Context: an optimization exercise on an open-source flow, tuned for small area. The choices shown serve that exercise and are no tape-out recipe.
In this exercise RTL edits were held to simulation tests only and were not proved equivalent to the original.
No driver is modelled on the clock port, so clocking that relies on it looks cheaper here than on a real chip.
No activity file was given, so power comes from the tool's default toggle rates.

==> design.v <==
module prbsx (
    output     out_data_i ,  
    output     out_data_q ,  
    input      in_enable  ,  
    input      in_reset   ,  
    input      clock         
    );
   reg [9-1:0] data;
   assign out_data_i = data[8];
   assign out_data_q = data[6] ^ data[5];
   always @(posedge clock) begin
      if (in_reset)
        data <= 9'h1AA;
      else if (in_enable)
        data <= {data[7:0], data[8] ^ data[4]};
   end
endmodule
module tx_fcsg (
    output      out_ctrl_valid_8MHz   ,  
    output      out_ctrl_valid_1oTMHz ,  
    input wire  in_reset              ,  
    input wire  clock                    
   );
   reg [4:0] period_counter;
   always @(posedge clock) begin
      if (in_reset)
        period_counter <= 5'd0;
      else
        period_counter <= period_counter + 5'd1;
   end
   assign out_ctrl_valid_8MHz   = (period_counter[1:0] == 2'd1);
   assign out_ctrl_valid_1oTMHz = (period_counter      == 5'd1);
endmodule
module tx_srrc_rom(addr, m_sum, m_dif, s_sum, s_dif);
  input [4:0] addr;
  wire [4:0] addr;
  output [12:0] m_sum;
  wire [12:0] m_sum;
  output [12:0] m_dif;
  wire [12:0] m_dif;
  output s_sum;
  wire s_sum;
  output s_dif;
  wire s_dif;
  wire _000_;
  wire _001_;
  wire _002_;
  wire _003_;
  wire _004_;
  wire _005_;
  wire _006_;
  wire _007_;
  wire _008_;
  wire _009_;
  wire _010_;
  wire _011_;
  wire _012_;
  wire _013_;
  wire _014_;
  wire _015_;
  wire _016_;
  wire _017_;
  wire _018_;
  wire _019_;
  wire _020_;
  wire _021_;
  wire _022_;
  wire _023_;
  wire _024_;
  wire _025_;
  wire _026_;
  wire _027_;
  wire _028_;
  wire _029_;
  wire _030_;
  wire _031_;
  wire _032_;
  wire _033_;
  wire _034_;
  wire _035_;
  wire _036_;
  wire _037_;
  wire _038_;
  wire _039_;
  wire _040_;
  wire _041_;
  wire _042_;
  wire _043_;
  wire _044_;
  wire _045_;
  wire _046_;
  wire _047_;
  wire _048_;
  wire _049_;
  wire _050_;
  wire _051_;
  wire _052_;
  wire _053_;
  wire _054_;
  wire _055_;
  wire _056_;
  wire _057_;
  wire _058_;
  wire _059_;
  wire _060_;
  wire _061_;
  wire _062_;
  wire _063_;
  wire _064_;
  wire _065_;
  wire _066_;
  wire _067_;
  wire _068_;
  wire _069_;
  wire _070_;
  wire _071_;
  wire _072_;
  wire _073_;
  wire _074_;
  wire _075_;
  wire _076_;
  wire _077_;
  wire _078_;
  wire _079_;
  wire _080_;
  wire _081_;
  wire _082_;
  wire _083_;
  wire _084_;
  wire _085_;
  wire _086_;
  wire _087_;
  wire _088_;
  wire _089_;
  wire _090_;
  wire _091_;
  wire _092_;
  wire _093_;
  wire _094_;
  wire _095_;
  wire _096_;
  wire _097_;
  wire _098_;
  wire _099_;
  wire _100_;
  wire _101_;
  wire _102_;
  wire _103_;
  wire _104_;
  wire _105_;
  wire _106_;
  wire _107_;
  wire _108_;
  wire _109_;
  wire _110_;
  wire _111_;
  wire _112_;
  wire _113_;
  wire _114_;
  wire _115_;
  wire _116_;
  wire _117_;
  wire _118_;
  wire _119_;
  wire _120_;
  wire _121_;
  wire _122_;
  wire _123_;
  wire _124_;
  wire _125_;
  wire _126_;
  wire _127_;
  wire _128_;
  wire _129_;
  wire _130_;
  wire _131_;
  wire _132_;
  wire _133_;
  wire _134_;
  wire _135_;
  assign _074_ = 4'h4 >> addr[1:0];
  assign _075_ = 4'h8 >> { _074_, addr[4] };
  assign _076_ = 4'h4 >> { _075_, addr[3] };
  assign _077_ = 4'h2 >> { addr[2], addr[0] };
  assign _078_ = 4'h4 >> { _077_, addr[1] };
  assign _079_ = 4'h8 >> { _078_, addr[4] };
  assign _080_ = 4'h1 >> { _079_, _076_ };
  assign _081_ = 4'h2 >> addr[1:0];
  assign _082_ = 4'h1 >> { _081_, _074_ };
  assign _083_ = 4'h2 >> addr[4:3];
  assign _084_ = 4'h4 >> { addr[3], addr[1] };
  assign _085_ = 4'h1 >> { _084_, _083_ };
  assign _086_ = 4'h1 >> { _085_, _078_ };
  assign _087_ = 4'h4 >> { _086_, _082_ };
  assign _088_ = 4'h2 >> addr[2:1];
  assign _089_ = 4'h4 >> addr[2:1];
  assign _090_ = 4'h1 >> { _089_, _088_ };
  assign _091_ = 4'h1 >> { _090_, addr[4] };
  assign _092_ = 4'h8 >> { _091_, _087_ };
  assign m_dif[10] = 4'hd >> { _092_, _080_ };
  assign _093_ = 4'h4 >> addr[4:3];
  assign _094_ = 4'h4 >> { addr[2], addr[0] };
  assign _095_ = 4'h2 >> { _094_, _093_ };
  assign _096_ = 4'h4 >> { _081_, addr[4] };
  assign _097_ = 4'h1 >> { _096_, _075_ };
  assign m_sum[11] = 4'h1 >> { _097_, _095_ };
  assign m_dif[12] = 4'h4 >> { m_sum[11], m_dif[10] };
  assign _098_ = 4'h8 >> { _083_, addr[2] };
  assign _099_ = 4'h1 >> { _098_, _093_ };
  assign m_dif[11] = 4'h1 >> { _099_, _082_ };
  assign _100_ = 4'h8 >> { _074_, addr[2] };
  assign _101_ = 4'h4 >> { _100_, addr[3] };
  assign m_dif[9] = 4'he >> { _101_, _087_ };
  assign _102_ = 4'h1 >> { _096_, _093_ };
  assign _103_ = 4'h1 >> { _102_, _078_ };
  assign _104_ = 4'h8 >> { _083_, _074_ };
  assign _105_ = 4'h8 >> { _077_, addr[4] };
  assign _106_ = 4'h8 >> { _105_, addr[3] };
  assign _107_ = 4'h4 >> { _083_, _077_ };
  assign _108_ = 4'h1 >> { _107_, _100_ };
  assign _109_ = 4'h4 >> { _108_, _106_ };
  assign _110_ = 4'h1 >> { _109_, _104_ };
  assign m_dif[8] = 4'he >> { _110_, _103_ };
  assign _111_ = 4'h8 >> addr[4:3];
  assign _112_ = 4'h1 >> { _111_, _088_ };
  assign _113_ = 4'h1 >> { _112_, _105_ };
  assign _114_ = 4'h1 >> { _113_, _081_ };
  assign _115_ = 4'h1 >> { _114_, addr[3] };
  assign _116_ = 4'h8 >> { _090_, addr[4] };
  assign _117_ = 4'h2 >> { _116_, addr[2] };
  assign _118_ = 4'h1 >> { _090_, addr[0] };
  assign _119_ = 4'h4 >> { _118_, addr[4] };
  assign _120_ = 4'h2 >> { _119_, _117_ };
  assign _121_ = 4'h8 >> { _077_, addr[1] };
  assign _122_ = 4'h1 >> { _121_, _094_ };
  assign _123_ = 4'h2 >> { _122_, _111_ };
  assign _124_ = 4'h1 >> addr[1:0];
  assign _125_ = 4'h1 >> { addr[4], addr[2] };
  assign _126_ = 4'h8 >> { _125_, _124_ };
  assign _127_ = 4'h1 >> { _126_, _123_ };
  assign _128_ = 4'h4 >> { _127_, _120_ };
  assign m_dif[7] = 4'h4 >> { _128_, _115_ };
  assign _129_ = 4'h1 >> { _119_, _079_ };
  assign _130_ = 4'h1 >> { _129_, addr[3] };
  assign _131_ = 4'h8 >> addr[1:0];
  assign _132_ = 4'h8 >> { _131_, _117_ };
  assign _133_ = 4'h1 >> { _132_, _130_ };
  assign _134_ = 4'h4 >> { _111_, _090_ };
  assign _135_ = 4'h2 >> { _089_, addr[3] };
  assign _000_ = 4'h8 >> { _135_, _082_ };
  assign _001_ = 4'h1 >> { _000_, _134_ };
  assign m_dif[6] = 4'h7 >> { _001_, _133_ };
  assign _002_ = 4'h1 >> { _083_, _081_ };
  assign _003_ = 4'h2 >> { _124_, _107_ };
  assign _004_ = 4'h1 >> { _003_, _002_ };
  assign _005_ = 4'h2 >> addr[3:2];
  assign _006_ = 4'h1 >> { _005_, _075_ };
  assign _007_ = 4'h8 >> { _075_, addr[2] };
  assign _008_ = 4'h1 >> { _007_, _006_ };
  assign m_dif[5] = 4'he >> { _008_, _004_ };
  assign _009_ = 4'h1 >> { _116_, _091_ };
  assign _010_ = 4'h2 >> { _009_, _129_ };
  assign _011_ = 4'h4 >> { _098_, addr[0] };
  assign _012_ = 4'h1 >> { _011_, m_dif[11] };
  assign m_dif[4] = 4'h4 >> { _012_, _010_ };
  assign _013_ = 4'h2 >> { _010_, addr[3] };
  assign _014_ = 4'h2 >> { _077_, addr[4] };
  assign _015_ = 4'h4 >> { _014_, _094_ };
  assign _016_ = 4'h1 >> { _015_, _091_ };
  assign _017_ = 4'h4 >> { _016_, _013_ };
  assign _018_ = 4'h2 >> { _016_, _013_ };
  assign _019_ = 4'h1 >> { _018_, _017_ };
  assign _020_ = 4'h2 >> { _019_, addr[0] };
  assign _021_ = 4'h4 >> { addr[4], addr[0] };
  assign _022_ = 4'h1 >> addr[4:3];
  assign _023_ = 4'h1 >> { _022_, _021_ };
  assign _024_ = 4'h1 >> { _023_, _118_ };
  assign _025_ = 4'h1 >> { _131_, addr[2] };
  assign _026_ = 4'h1 >> { _025_, _112_ };
  assign m_dif[1] = 4'he >> { _026_, _024_ };
  assign _027_ = 4'h8 >> { _005_, addr[4] };
  assign _028_ = 4'h1 >> { _027_, addr[0] };
  assign _029_ = 4'h4 >> { _028_, m_dif[1] };
  assign _030_ = 4'h8 >> { _131_, addr[2] };
  assign _031_ = 4'h1 >> { _030_, _029_ };
  assign m_dif[3] = 4'h4 >> { _031_, _020_ };
  assign _032_ = 4'h2 >> { _089_, _084_ };
  assign _033_ = 4'h1 >> { _126_, _098_ };
  assign _034_ = 4'h4 >> { _033_, _032_ };
  assign _035_ = 4'h2 >> { _034_, _082_ };
  assign m_dif[2] = 4'hd >> { _035_, _019_ };
  assign _036_ = 4'h8 >> { _100_, addr[3] };
  assign _037_ = 4'h2 >> { _114_, _085_ };
  assign _038_ = 4'h8 >> { _037_, m_dif[5] };
  assign m_sum[10] = 4'he >> { _038_, _036_ };
  assign _039_ = 4'h1 >> { m_sum[11], m_dif[10] };
  assign _040_ = 4'h8 >> { _098_, addr[0] };
  assign _041_ = 4'h4 >> { _021_, _088_ };
  assign _042_ = 4'h4 >> { _041_, _135_ };
  assign _043_ = 4'h8 >> { _111_, _088_ };
  assign _044_ = 4'h4 >> { _005_, addr[1] };
  assign _045_ = 4'h1 >> { _044_, _043_ };
  assign _046_ = 4'h4 >> { _045_, _042_ };
  assign m_sum[2] = 4'h4 >> { _046_, _040_ };
  assign m_sum[9] = 4'h4 >> { m_sum[2], _039_ };
  assign _047_ = 4'h1 >> { _096_, _076_ };
  assign m_sum[8] = 4'hb >> { _047_, m_dif[9] };
  assign _048_ = 4'h8 >> { _022_, _082_ };
  assign _049_ = 4'h1 >> { _048_, _113_ };
  assign m_sum[7] = 4'h4 >> { _049_, _087_ };
  assign _050_ = 4'h8 >> { _010_, _135_ };
  assign _051_ = 4'h1 >> { addr[4], addr[1] };
  assign _052_ = 4'h8 >> { _051_, _034_ };
  assign _053_ = 4'h2 >> { _052_, _080_ };
  assign m_sum[6] = 4'hb >> { _053_, _050_ };
  assign _054_ = 4'h1 >> { _095_, _086_ };
  assign m_sum[5] = 4'h7 >> { _054_, _133_ };
  assign _055_ = 4'h1 >> { _040_, _081_ };
  assign _056_ = 4'h1 >> { _055_, _103_ };
  assign _057_ = 4'h2 >> { _030_, _022_ };
  assign _058_ = 4'h1 >> { _032_, _007_ };
  assign _059_ = 4'h4 >> { _058_, _057_ };
  assign m_sum[4] = 4'h4 >> { _059_, _056_ };
  assign _060_ = 4'h8 >> { _114_, _109_ };
  assign _061_ = 4'h1 >> { _060_, _027_ };
  assign _062_ = 4'h1 >> { _043_, _104_ };
  assign _063_ = 4'h4 >> { _062_, _011_ };
  assign m_sum[3] = 4'h7 >> { _063_, _061_ };
  assign _064_ = 4'h2 >> { m_dif[7], _075_ };
  assign _065_ = 4'h8 >> { _022_, _121_ };
  assign _066_ = 4'h2 >> { _065_, _034_ };
  assign m_sum[1] = 4'hb >> { _066_, _064_ };
  assign _067_ = 4'h8 >> { _061_, _005_ };
  assign _068_ = 4'h2 >> { m_dif[1], _131_ };
  assign _069_ = 4'h8 >> { _025_, _083_ };
  assign _070_ = 4'h1 >> { _124_, _113_ };
  assign _071_ = 4'h2 >> { _070_, _009_ };
  assign _072_ = 4'h1 >> { _071_, _069_ };
  assign _073_ = 4'h4 >> { _072_, _068_ };
  assign m_dif[0] = 4'h4 >> { _073_, _067_ };
  assign s_dif = 2'h1 >> addr[1];
  assign s_sum = 1'h0;
  assign { m_sum[12], m_sum[0] } = { 1'h0, m_dif[0] };
endmodule
module top_tx_srrc (
    output [13:0] o_data_i,
    output [13:0] o_data_q,
    input         i_prbs_enable,
    input         i_enable_srrc,
    input         i_soft_reset,
    input         clock
    );
   reg prbs_enable;
   reg enable_srrc;
   reg soft_reset;
   always @(posedge clock) begin
      prbs_enable <= i_prbs_enable;
      enable_srrc <= i_enable_srrc;
      soft_reset  <= ~i_soft_reset;
   end
   wire v8, v1;
   wire bit_i, bit_q;
   tx_fcsg u_tx_fcsg (
      .out_ctrl_valid_8MHz   (v8),
      .out_ctrl_valid_1oTMHz (v1),
      .in_reset              (soft_reset),
      .clock                 (clock)
   );
   prbsx u_prbsx (
      .out_data_i (bit_i),
      .out_data_q (bit_q),
      .in_enable  (prbs_enable & v1),
      .in_reset   (soft_reset),
      .clock      (clock)
   );
   reg [2:0] ph;     
   reg [1:0] pcol;   
   reg [1:0] rot;    
   always @(posedge clock) begin
      if (soft_reset) begin
         ph   <= 3'd0;
         pcol <= 2'd0;
         rot  <= 2'd0;
      end
      else if (enable_srrc) begin
         if (v1)
           ph <= 3'd0;
         else if (v8)
           ph <= ph + 3'd1;
         pcol <= v8 ? 2'd0 : pcol + 2'd1;
         rot  <= v1 ? 2'd0 : rot + 2'd1;
      end
   end
   wire [12:0] m_sum, m_dif;    
   wire        s_sum, s_dif;    
   tx_srrc_rom u_rom (
      .addr  ({ph, pcol}),
      .m_sum (m_sum),
      .m_dif (m_dif),
      .s_sum (s_sum),
      .s_dif (s_dif)
   );
   tx_srrc_ch u_ch_i (
      .out_srrc (o_data_i),
      .in_srrc  (bit_i),
      .m_sum    (m_sum),
      .m_dif    (m_dif),
      .s_sum    (s_sum),
      .s_dif    (s_dif),
      .rot      (rot),
      .in_reset (soft_reset),
      .in_enable(enable_srrc),
      .v8       (v8),
      .v1       (v1),
      .clock    (clock)
   );
   tx_srrc_ch u_ch_q (
      .out_srrc (o_data_q),
      .in_srrc  (bit_q),
      .m_sum    (m_sum),
      .m_dif    (m_dif),
      .s_sum    (s_sum),
      .s_dif    (s_dif),
      .rot      (rot),
      .in_reset (soft_reset),
      .in_enable(enable_srrc),
      .v8       (v8),
      .v1       (v1),
      .clock    (clock)
   );
endmodule
module tx_srrc_ch (
    output reg [13:0] out_srrc,
    input             in_srrc,
    input      [12:0] m_sum,
    input      [12:0] m_dif,
    input             s_sum,
    input             s_dif,
    input      [1:0]  rot,
    input             in_reset,
    input             in_enable,
    input             v8,
    input             v1,
    input             clock
    );
   reg [7:0]  shift_inp;   
   reg        drop;        
   reg [20:0] accum;       
   reg b0, b1;
   always @(*) begin
      case (rot)
        2'd0: begin b0 = drop;         b1 = shift_inp[7]; end
        2'd1: begin b0 = shift_inp[6]; b1 = shift_inp[5]; end
        2'd2: begin b0 = shift_inp[4]; b1 = shift_inp[3]; end
        default: begin b0 = shift_inp[2]; b1 = shift_inp[1]; end
      endcase
   end
   wire        x       = b0 ^ b1;
   wire        sel_dif = in_enable &  x;
   wire        sel_sum = in_enable & ~x;
   wire        neg     = in_enable & (b0 ^ (x ? s_dif : s_sum));
   wire [12:0] mag     = ({13{sel_dif}} & m_dif) | ({13{sel_sum}} & m_sum);
   wire [13:0] tx      = {neg, mag ^ {13{neg}}};
   wire [14:0] carry;
   wire [20:0] sum;
   assign carry[0] = neg;
   genvar gi;
   generate
      for (gi = 0; gi < 14; gi = gi + 1) begin : g_add
         assign sum[gi]     = accum[gi] ^ tx[gi] ^ carry[gi];
         assign carry[gi+1] = (accum[gi] & tx[gi]) | (carry[gi] & (accum[gi] ^ tx[gi]));
      end
   endgenerate
   wire       up = carry[14] & ~tx[13];
   wire       dn = ~carry[14] & tx[13];
   wire [7:0] all1, all0;    
   assign all1[0] = 1'b1;
   assign all0[0] = 1'b1;
   generate
      for (gi = 0; gi < 7; gi = gi + 1) begin : g_cnt
         assign all1[gi+1]  = all1[gi] &  accum[14+gi];
         assign all0[gi+1]  = all0[gi] & ~accum[14+gi];
         assign sum[14+gi]  = accum[14+gi] ^ ((up & all1[gi]) | (dn & all0[gi]));
      end
   endgenerate
   wire pos_sat = ~sum[20] &  (|sum[19:13]);
   wire neg_sat =  sum[20] & ~(&sum[19:13]);
   wire [13:0] sat = pos_sat ? 14'h1fff : neg_sat ? 14'h2000 : sum[13:0];
   wire clr = in_reset | (in_enable & v8);
   always @(posedge clock) begin
      accum <= clr ? 21'd0 : sum;
      if (in_reset) begin
         shift_inp <= 8'd0;
         drop      <= 1'b0;
         out_srrc  <= 14'd0;
      end
      else if (in_enable) begin
         if (v1) begin
            shift_inp <= {shift_inp[6:0], in_srrc};
            drop      <= shift_inp[7];
         end
         if (v8)
           out_srrc <= sat;
      end
   end
endmodule
==> flow/run.sh <==
#!/bin/bash
# Own flow: the standard synthesis, then the combinational logic re-mapped for
# area (registers untouched; full adders kept, their polarities chosen to save
# inverters), then the standard ORFS layout with small port
# buffers and a clock tree of small buffers.
set -euo pipefail
W=$(pwd)
F=$W/flow
R=$W/orfs/results/$FLOW_PLATFORM/top_tx_srrc/base
YOSYS=$FLOW_HOME/../tools/install/yosys/bin/yosys

sed "s#\$(FLOW_FLOW_DIR)#$F#" $F/extra.mk >> $W/config.mk

bash $W/standard.sh synth > $W/flow_synth.log 2>&1

cp $R/1_2_yosys.v $W/std_1_2_yosys.v
export REOPT_LIB=$FLOW_HOME/platforms/$FLOW_PLATFORM/lib/sky130_fd_sc_hd__tt_025C_1v80.lib
export REOPT_TOP=$FLOW_TOP
export REOPT_IN=$W/std_1_2_yosys.v
export REOPT_OUT=$R/1_2_yosys.v
export REOPT_STAT=$W/reopt_stat.txt
export REOPT_DONT_USE="$(sed -n 's/.*DONT_USE_CELLS *+\?= *//p; /^ \+sky130/p' $FLOW_HOME/platforms/$FLOW_PLATFORM/config.mk | tr -d '\\' | tr -s ' \n' ' ')"
export REOPT_POL=$F/fa_polarity.py
export REOPT_TMP=$W
export REOPT_SCRIPT='+strash;dc2;dch,-f;amap'
$YOSYS -c $F/reopt.tcl > $W/flow_reopt.log 2>&1
rm -f $R/1_synth.odb $R/1_synth.sdc

bash $W/standard.sh > $W/flow_layout.log 2>&1
==> flow/extra.mk <==

export BUFFER_PORTS_ARGS = -buffer_cell sky130_fd_sc_hd__buf_1
# clock tree: small buffers, no dummy loads
export CTS_ARGS = -sink_clustering_enable -repair_clock_nets -dont_use_dummy_load -buf_list sky130_fd_sc_hd__clkbuf_4 -root_buf sky130_fd_sc_hd__clkbuf_4
# clock tree: upsize the buffers whose sinks see a high slew (flow/post_cts.tcl)
export POST_CTS_TCL = $(FLOW_FLOW_DIR)/post_cts.tcl
==> flow/fa_polarity.py <==
#!/usr/bin/env python3
"""Choose the polarity of each full-adder cell so that fewer inverters sit
between full adders, flip-flops and ports.  FA(~a,~b,~c) = ~FA(a,b,c): a
flipped adder gets an inverter on each input and each output; the mapper then
cancels the inverter pairs.  Reads and writes a Yosys JSON netlist."""
import json, sys
from collections import defaultdict

FA = 'sky130_fd_sc_hd__fa_1'
src, dst, top = sys.argv[1], sys.argv[2], sys.argv[3]
d = json.load(open(src))
m = d['modules'][top]
cells = m['cells']

drv = {}
loads = defaultdict(list)
for pn, p in m['ports'].items():
    for b in p['bits']:
        if p['direction'] == 'input':
            drv[b] = ('PI', pn, None)
        else:
            loads[b].append(('PO', pn, None))
for cn, c in cells.items():
    for pin, bits in c['connections'].items():
        dirn = c.get('port_directions', {}).get(pin)
        for b in bits:
            if isinstance(b, str):
                continue
            if dirn == 'output':
                drv[b] = (c['type'], cn, pin)
            else:
                loads[b].append((c['type'], cn, pin))

def kind(t):
    if t == FA: return 'fa'
    if t == 'PI' or t == 'PO': return 'port'
    if 'dfxtp' in t: return 'ff'
    return None

# edges: (src_cell or None, dst_cell or None, parity) between boundary pins
edges = []
for cn, c in cells.items():
    if c['type'] != FA:
        continue
    for pin in ('A', 'B', 'CIN'):
        b = c['connections'][pin][0]
        par = 0
        while not isinstance(b, str) and b in drv and drv[b][0] == '$_NOT_':
            par ^= 1
            b = cells[drv[b][1]]['connections']['A'][0]
        if isinstance(b, str) or b not in drv:
            continue
        t, sc, sp = drv[b]
        k = kind(t)
        if k is None:
            continue
        edges.append((sc if k == 'fa' else None, cn, par))
# FA outputs to flip-flop inputs or ports through inverters only
for cn, c in cells.items():
    if c['type'] != FA:
        continue
    for pin in ('SUM', 'COUT'):
        stack = [(c['connections'][pin][0], 0)]
        while stack:
            b, par = stack.pop()
            for t, lc, lp in loads[b]:
                if t == '$_NOT_':
                    stack.append((cells[lc]['connections']['Y'][0], par ^ 1))
                elif kind(t) in ('ff', 'port'):
                    edges.append((cn, None, par))

fas = [cn for cn, c in cells.items() if c['type'] == FA]
p = {cn: 0 for cn in fas}
def cost():
    return sum((par ^ (p[s] if s else 0) ^ (p[t] if t else 0)) for s, t, par in edges)
inc = defaultdict(list)
for e in edges:
    if e[0]: inc[e[0]].append(e)
    if e[1]: inc[e[1]].append(e)
before = cost()
changed = True
while changed:
    changed = False
    for f in fas:
        def local():
            return sum((par ^ (p[s] if s else 0) ^ (p[t] if t else 0)) for s, t, par in inc[f])
        c0 = local(); p[f] ^= 1; c1 = local()
        if c1 < c0:
            changed = True
        else:
            p[f] ^= 1
after = cost()

nxt = max([b for c in cells.values() for bits in c['connections'].values() for b in bits if not isinstance(b, str)] +
          [b for pp in m['ports'].values() for b in pp['bits'] if not isinstance(b, str)]) + 1
n_not = 0
def new_not(a, y):
    global n_not
    n_not += 1
    cells['$fapol$not%d' % n_not] = {'hide_name': 1, 'type': '$_NOT_', 'parameters': {}, 'attributes': {},
        'port_directions': {'A': 'input', 'Y': 'output'}, 'connections': {'A': [a], 'Y': [y]}}
def root(b):
    par = 0
    while not isinstance(b, str) and b in drv and drv[b][0] == '$_NOT_':
        par ^= 1
        b = cells[drv[b][1]]['connections']['A'][0]
    return b, par
# roots of the FA inputs, taken before any rewiring
fa_in = {}
for f in fas:
    fa_in[f] = {pin: root(cells[f]['connections'][pin][0]) for pin in ('A', 'B', 'CIN')}
# flipped adders drive new nets; the old output nets keep their value through one inverter
phys = {}   # old output bit -> (new physical bit, parity of physical relative to old)
for f in fas:
    if not p[f]:
        continue
    con = cells[f]['connections']
    for pin in ('SUM', 'COUT'):
        b = con[pin][0]; nb = nxt; nxt += 1
        con[pin] = [nb]; new_not(nb, b)
        phys[b] = (nb, 1)
inv_cache = {}
def inverted(b):
    if b not in inv_cache:
        global nxt
        nb = nxt; nxt += 1
        new_not(b, nb); inv_cache[b] = nb
    return inv_cache[b]
n_swap = 0
for f in fas:
    con = cells[f]['connections']
    newcon = {}
    carry_pin = None
    for pin in ('A', 'B', 'CIN'):
        rb, par = fa_in[f][pin]
        if not isinstance(rb, str) and rb in drv and drv[rb][0] == FA and drv[rb][2] == 'COUT':
            carry_pin = pin
        need = par ^ p[f]
        if not isinstance(rb, str) and rb in phys:
            rb, pp = phys[rb]
            need ^= pp
        newcon[pin] = [inverted(rb) if need else rb]
    # the three inputs are interchangeable: the carry goes to CIN, the fastest input
    if carry_pin is not None and carry_pin != 'CIN':
        newcon[carry_pin], newcon['CIN'] = newcon['CIN'], newcon[carry_pin]
        n_swap += 1
    for pin in ('A', 'B', 'CIN'):
        con[pin] = newcon[pin]
json.dump(d, open(dst, 'w'))
print('fa_polarity: %d adders, %d flipped, boundary inverters %d -> %d, %d carries moved to CIN' % (len(fas), sum(p.values()), before, after, n_swap))
==> flow/post_cts.tcl <==
# Resize the clock tree buffers for the clock-pin slew limit: the CTS builds the
# whole tree from one small buffer type; a buffer that drives flip-flop clock
# pins seeing a slew above the target gets the next larger clock buffer, and a
# buffer that drives only buffers is upsized only if their input slew is high.
set target 0.112
set target_tree 0.250
set next(sky130_fd_sc_hd__clkbuf_4) sky130_fd_sc_hd__clkbuf_8
set next(sky130_fd_sc_hd__clkbuf_8) sky130_fd_sc_hd__clkbuf_16
for {set pass 0} {$pass < 3} {incr pass} {
  estimate_parasitics -placement
  set n_up 0
  foreach inst [get_cells clkbuf_*] {
    set net [get_nets -of_objects [get_pins [get_full_name $inst]/X]]
    set worst 0
    set has_ff 0
    foreach p [get_pins -of_objects $net -filter "direction == input"] {
      if {[get_property $p is_register_clock]} { set has_ff 1 }
      set s [get_property $p slew_max]
      if {$s > $worst} { set worst $s }
    }
    set lim [expr {$has_ff ? $target : $target_tree}]
    set ref [get_property $inst ref_name]
    if {$worst > $lim && [info exists next($ref)]} {
      replace_cell $inst $next($ref)
      incr n_up
    }
  }
  puts "post_cts pass $pass: resized $n_up clock buffers"
  if {$n_up == 0} { break }
}
estimate_parasitics -placement
detailed_placement
check_placement -verbose
==> flow/reopt.tcl <==
# Re-map the combinational logic of the standard synthesis netlist for area.
# The registers stay as they are (same instances, names and cell types).
yosys -import
set lib $::env(REOPT_LIB)
set top $::env(REOPT_TOP)
read_liberty -ignore_miss_func $lib
read_verilog $::env(REOPT_IN)
hierarchy -top $top
# sequential cells stay black boxes, so flatten only dissolves combinational cells
foreach c {dfxtp_1 conb_1 fa_1} { blackbox sky130_fd_sc_hd__$c }
flatten
yosys rename -hide w:_*
opt_clean -purge
blackbox sky130_fd_sc_hd__*
opt -purge
# choose full-adder polarities (flow/fa_polarity.py), then map
write_json $::env(REOPT_TMP)/pre_pol.json
puts [exec python3 $::env(REOPT_POL) $::env(REOPT_TMP)/pre_pol.json $::env(REOPT_TMP)/post_pol.json $top]
design -reset
read_json $::env(REOPT_TMP)/post_pol.json
hierarchy -top $top
set du {}
foreach c $::env(REOPT_DONT_USE) { lappend du -dont_use $c }
abc -liberty $lib {*}$du -script $::env(REOPT_SCRIPT)
opt_clean -purge
setundef -zero
hilomap -singleton -hicell sky130_fd_sc_hd__conb_1 HI -locell sky130_fd_sc_hd__conb_1 LO
splitnets
opt_clean -purge
#insbuf
tee -o $::env(REOPT_STAT) stat -liberty $lib
write_verilog -noattr -nohex -nodec $::env(REOPT_OUT)
==> standard.sh <==
#!/bin/bash
# synth_recipe.tcl (not shown) runs the flow's synth.tcl, then flattens the netlist and writes it again
# the make line also repeats each setting of config.mk as NAME=value (left out here)
make -C /OpenROAD-flow-scripts/flow DESIGN_CONFIG=/design/flow/config.mk WORK_HOME=/design/flow/orfs CLKGATE_MAP_FILE= SYNTH_SCRIPT=/design/flow/synth_recipe.tcl "${@:-finish}"
==> config.mk <==
export PLATFORM = sky130hd
export DESIGN_NAME = top_tx_srrc
export DESIGN_NICKNAME = top_tx_srrc
export VERILOG_FILES = /design/flow/design.v
export SDC_FILE = /design/flow/constraint.sdc
export NUM_CORES = 4
export LEC_CHECK = 0
export ABC_AREA = 1
export CAP_MARGIN = 20
export CORE_MARGIN = 2
export CORE_UTILIZATION = 88
export GPL_TIMING_DRIVEN = 0
export SLEW_MARGIN = 20

# Settings of this version's own flow (appended to bench's config.mk by run.sh)
# port buffers: the smallest buffer
export BUFFER_PORTS_ARGS = -buffer_cell sky130_fd_sc_hd__buf_1
# clock tree: small buffers, no dummy loads
export CTS_ARGS = -sink_clustering_enable -repair_clock_nets -dont_use_dummy_load -buf_list sky130_fd_sc_hd__clkbuf_4 -root_buf sky130_fd_sc_hd__clkbuf_4
# clock tree: upsize the buffers whose sinks see a high slew (flow/post_cts.tcl)
export POST_CTS_TCL = /design/flow/flow/post_cts.tcl
==> constraint.sdc <==
create_clock -name core_clock -period 12.0 [get_ports {clock}]
set_input_delay 2.4000 -clock core_clock [delete_from_list [all_inputs] [get_ports {clock}]]
set_output_delay 2.4000 -clock core_clock [all_outputs]
set_load 0.01 [all_outputs]
==> results of run 1 <==
==> impl_metrics.toml, run 1 <==
[outcome]
status = "did not finish"
stop_stage = "global placement without I/O (3_1_place_gp_skip_io)"
stop_error = "[ERROR GPL-0301] Utilization 104.045 % exceeds 100%."

[logic_synthesis]
synth_nets = 711
yosys_warnings = 4
netlist_instances = 681
synth.avg_cell_area_um2 = 7.98
syn_area_um2 = 5440

[floorplanning]
die_w_um = 82.6
num_rows = 28
die_h_um = 82.6
start_util_pct = 91.3
==> inputs of run 2 (changes only) <==
--- a/flow/run.sh
+++ b/flow/run.sh
@@ -24,3 +24,3 @@
 export REOPT_TMP=$W
-export REOPT_SCRIPT='+strash;dc2;dch,-f;amap'
+export REOPT_SCRIPT='+strash;dc2;dch,-f;amap;&get,-n;&st;&dch,-f;&nf,-R,1000;&put'
 $YOSYS -c $F/reopt.tcl > $W/flow_reopt.log 2>&1
--- a/flow/post_cts.tcl
+++ b/flow/post_cts.tcl
@@ -4,3 +4,3 @@
 # buffer that drives only buffers is upsized only if their input slew is high.
-set target 0.112
+set target 0.110
 set target_tree 0.250
--- a/config.mk
+++ b/config.mk
@@ -10,3 +10,3 @@
 export CORE_MARGIN = 2
-export CORE_UTILIZATION = 88
+export CORE_UTILIZATION = 72
 export GPL_TIMING_DRIVEN = 0
==> run 2 against run 1 <==
Against the previous run:
- synthesized cell count is 11% lower
- area after synthesis decreased by 1.2%
- the run now finishes clean
==> impl_metrics.toml, run 2 <==
[logic_synthesis]
synth.avg_cell_area_um2 = 8.88
synth_nets = 635
syn_area_um2 = 5370
netlist_instances = 605
yosys_warnings = 4

[setup_path]
worstPathRequired_ns = 12.26
crit_path_max_incr_delay_ns = 0.83
crit_type = "flip-flop to flip-flop"
cp_max_fo = 15
crit_family = "adder cells"
critPathSlowestCell = "o21ai_0"
crit_top_cell = "fa_1"
arrival_ns = 10.83
cp-start-kind = "flip-flop"
end_kind = "flip-flop"
reg2reg_setup_slack_ns = 1.43
timing.critical_path.buf_inv = 1

[sta]
slew_violations = 0
max_freq_mhz = 94.6
tightest_slew_ns = 1.07
fin_skew_ns = 0.0224
period_share_pct = 88.1
rsz0062_at_grt = "no"
period_needed_ns = 10.57
setup_viol = 0
timing.final.hold_violations = 0
relSlewSlack_pct = 27.9
finalSetupTns_ns = 0

[drt]
dr.pass1.iters = 7
wl_per_cell_um = 16.2
drt-total-wl_mm = 12.1
drc = 0
vias = 4528
drt_iter0_markers = 620
via_per_inst = 6.04
ant_nets = 0

[cells_and_area]
seq_area_um2 = 2240
diodes = 0
layout-drive-gt1-share_pct = 2.92
multiInputGateArea_um2 = 3120
nFillCells = 489
final_cells = 750
layout_common_cells = "dfxtp_1, nor2_1, nand2_1"
nNetsFinal = 683
syn2layout_area_growth_pct = 8.31
layout_commonest_cell = "dfxtp_1"
largestRegisters = "u_ch_i.accum (21), u_ch_q.accum (21)"
final_util_pct = 80.2

[global_route]
grt_pass1_wl_mm = 20.3
antenna_found_initial = 0
grt_max_degree = 37
grt_usage_pct = 30.4
grt_pass1_vias = 4298
grt.overflow.total = 0

[floorplanning]
die_h_um = 90.4
die_area_um2 = 8170
num_rows = 31
start_util_pct = 74.1
pin_count = 32
die_w_um = 90.4
core-area_um2 = 7250

[clock_network]
insertion_delay_ns = 0.44
cts_sinks = 112
clkTransAtPathRegs_ns = 0.09
cts_tree = "yes"

[job]
drv_cap = 0

[placement]
portBuffers = 31
dp_cells = 740
hpwlAfterDp_mm = 8.64
gp_congestion = 0.947

[outcome]
status = "finished clean"

[hold_path]
min_path_type = "flip-flop to flip-flop"

[power_and_ir_drop]
power_density_nw_per_um2 = 141
ir_drop_mv = 0.144
static-leakage-power_uw = 0.00222
run 2: worst reg2reg max path: cells and delay by family, from the launching register on:
family	cells	cell delay (ns)
buf+inv	1	0.22
xor+xnor	1	0.17
simple gates	9	2.53
fa+ha+maj	13	5.22
flops	1	0.67
compound gates	6	1.57
run 2: final cells by class:
type	count	share of cell area, %
sequential	112	38.5
inverter	9	0.581
tap	99	2.13
multi-input combinational	484	53.5
timing repair buffer	37	3.12
clock buffer	9	2.11
run 2: metal layers:
| layer | GRT usage, % | share of wire (%) |
|---|---|---|
| met4 | 10.6 | 2.7 |
| met5 | 0 | 0 |
| met1 | 39.0 | 43 |
| met3 | 4.84 | 4.9 |
| met2 | 52.4 | 50 |
run 2: worst paths after layout:
kind	from	to	cells past startpoint
max	ph[1]	u_ch_i.out_srrc[2]	30
min reg2reg	u_prbsx.data[1]	u_prbsx.data[1]	2
max reg2reg	ph[1]	u_ch_i.out_srrc[2]	30
min	u_prbsx.data[1]	u_prbsx.data[1]	2
run 2: metrics by stage:
step | hold WS (ns) | total power (µW) | worst slack (ns) | cell area, µm²
5_1_grt | 0.484 | 869 | 0.876 | 5820
3_3_place_gp | 0.426 | 635 | 1.75 | 5610
6_report | 0.450 | 821 | 1.43 | 5820
2_1_floorplan | 0.416 | 590 | 2.70 | 5370
3_5_place_dp | 0.434 | 651 | 1.56 | 5680
run 2: report_power, final:
group / internal (µW) / leakage (µW) / switching [µW]
clock: 67.0 / 0.0000647 / 106
sequential: 409 / 0.000913 / 29.3
combinational: 84.9 / 0.00125 / 125
==> inputs of run 3 (changes only) <==
--- a/flow/post_cts.tcl
+++ b/flow/post_cts.tcl
@@ -4,3 +4,3 @@
 # buffer that drives only buffers is upsized only if their input slew is high.
-set target 0.110
+set target 0.113
 set target_tree 0.250
--- a/config.mk
+++ b/config.mk
@@ -10,3 +10,3 @@
 export CORE_MARGIN = 2
-export CORE_UTILIZATION = 72
+export CORE_UTILIZATION = 84
 export GPL_TIMING_DRIVEN = 0
==> run 3 against run 2 <==
Against the previous run:
- still clean on timing, DRC and antenna
- final cell count decreased by 2.9%
- flip-flop and latch count unchanged
- count of clock-buffer cells in the layout stayed put
- sequential share of layout area grew 0.19 points
- design area shrank 0.49%
- die area shrank 14%
- global-route usage rose by 9.7 points
- via count up 8.0%
- total power up 1.3%
- utilization is 12 points higher
- critical path type unchanged
- largest cell class unchanged
==> impl_metrics.toml, run 3 <==
[global_route]
grt.overflow.total = 0
grt_pass1_wl_mm = 22.3
grt_max_degree = 31
grt_usage_pct = 40.1
antenna_found_initial = 0
grt_pass1_vias = 4740

[floorplanning]
die_area_um2 = 7050
die_h_um = 84.0
core-area_um2 = 6280
die_w_um = 84.0
num_rows = 29
pin_count = 32
start_util_pct = 85.6

[clock_network]
cts_tree = "yes"
cts_sinks = 112
insertion_delay_ns = 0.47
clkTransAtPathRegs_ns = 0.09

[drt]
dr.pass1.iters = 9
wl_per_cell_um = 18.6
drt-total-wl_mm = 13.5
drt_iter0_markers = 838
wl_met3_mm = 1.18
wl_met1_mm = 4.89
met2WireLength_mm = 6.65
drc = 0
top_layer_used = "met4"
via_per_inst = 6.72
ant_nets = 0
vias = 4889

[sta]
max_freq_mhz = 92.7
period_share_pct = 89.9
slew_violations = 0
period_needed_ns = 10.78
relSlewSlack_pct = 35.2
setup_viol = 0
tightest_slew_ns = 0.964
rsz0062_at_grt = "no"
fin_skew_ns = 0.0275
timing.final.hold_violations = 0
finalSetupTns_ns = 0

[setup_path]
crit_type = "flip-flop to flip-flop"
end_kind = "flip-flop"
crit_path_max_incr_delay_ns = 0.82
worstPathRequired_ns = 12.36
arrival_ns = 11.15
cp-start-kind = "flip-flop"
crit_top_cell = "fa_1"
critPathSlowestCell = "dfxtp_1"
cp_max_fo = 21

[outcome]
status = "finished clean"

[logic_synthesis]
syn_area_um2 = 5370
synth.avg_cell_area_um2 = 8.88
synth_nets = 635
netlist_instances = 605
yosys_warnings = 4

[cells_and_area]
layout_common_cells = "dfxtp_1, nor2_1, nand2_1"
largestRegisters = "u_ch_i.accum (21), u_ch_q.accum (21)"
final_util_pct = 92.2
diodes = 0
nNetsFinal = 683
syn2layout_area_growth_pct = 7.78
layout-drive-gt1-share_pct = 3.07
layout_commonest_cell = "dfxtp_1"

[job]
drv_cap = 0

[power_and_ir_drop]
ir_drop_mv = 0.120
static-leakage-power_uw = 0.00222
finalPower_uw = 832
power_density_nw_per_um2 = 144

[placement]
gp_congestion = 1.09
portBuffers = 31
hpwlAfterDp_mm = 9.20

[hold_path]
min_path_type = "flip-flop to flip-flop"
==> run 3: cell types whose count changed in the layout (fill, tap and decap cells not counted) <==
cell / delta
clkbuf_16: -1
buf_4: -1
o21ai_1: +1
o21ai_0: -1
nor2_2: +1
clkbuf_8: +1
buf_8: +1
nor2_1: -1
==> run 3: worst paths after layout <==
check	from	slack, ns	cells after the start	end
worst min register to register	u_ch_q.out_srrc[4]	0.46	2	u_ch_q.out_srrc[4]
worst max register to register	ph[0]	1.22	30	u_ch_q.out_srrc[1]
worst max-delay path	ph[0]	1.22	30	u_ch_q.out_srrc[1]
worst min-delay path	u_ch_q.out_srrc[4]	0.46	2	u_ch_q.out_srrc[4]
==> run 3: critical path: cells and delay by family, from the launching register on <==
kind	cells	cell delay [ns]
adders and majority gates	13	5.46
xor gates and xnor gates	2	0.39
and+or+nand+nor	6	1.66
AOI/OAI and AO/OA	9	2.34
DFF	1	0.82
==> run 3: final cells by class <==
| type | count | area [µm²] |
|---|---|---|
| clock buffers | 9 | 111 |
| fillers | 247 | 487 |
| inverters | 9 | 33.8 |
| multi-input cells | 484 | 3120 |
| flip-flops and latches | 112 | 2240 |
| well taps | 77 | 96.3 |
| repair buffers | 37 | 189 |
==> run 3: metrics by stage <==
step	instances	cell area (µm²)	hold WS [ns]	setup slack (ns)
floorplan	605	5370	0.416	2.70
global placement	713	5590	0.427	1.86
detailed placement	719	5670	0.441	1.37
global route	728	5790	0.471	0.880
finish	728	5790	0.457	1.22
==> run 3: report_power, final <==
| part | total, µW | switching, µW | internal (µW) |
|---|---|---|---|
| sequential | 440 | 31.2 | 409 |
| clock | 169 | 109 | 59.6 |
| combinational | 223 | 135 | 87.2 |
==> run 3: per-layer routing <==
layer	vias up	GRT usage, %
met4	0	21.6
met3	106	11.8
met2	347	67.2
li1	2209	-
met5	-	0
met1	2227	46.3

[separate check: timing with driven ports]
In the flow no input, the clock included, has a driving cell. The finished layouts below were timed again as built, in two steps. Step 1, drivers: a clkbuf_16 drives clock and a buf_2 each remaining input, both assumed. Step 2, shift: input delay + t, output delay - t, t = (earliest + latest rising clock arrival at the registers) / 2. This alone moves slack from input paths to output paths. Slacks: ideal / step 1 / step 2; pairs: ideal / step 1.
run	t, ns	slack for setup (ns)	hold slack, ns
run 2	0.458	1.432 / 1.432 / 1.432	0.450 / 0.450 / 0.450
run 3	0.486	1.215 / 1.215 / 1.215	0.457 / 0.457 / 0.457
After both steps every run listed still meets setup and hold.
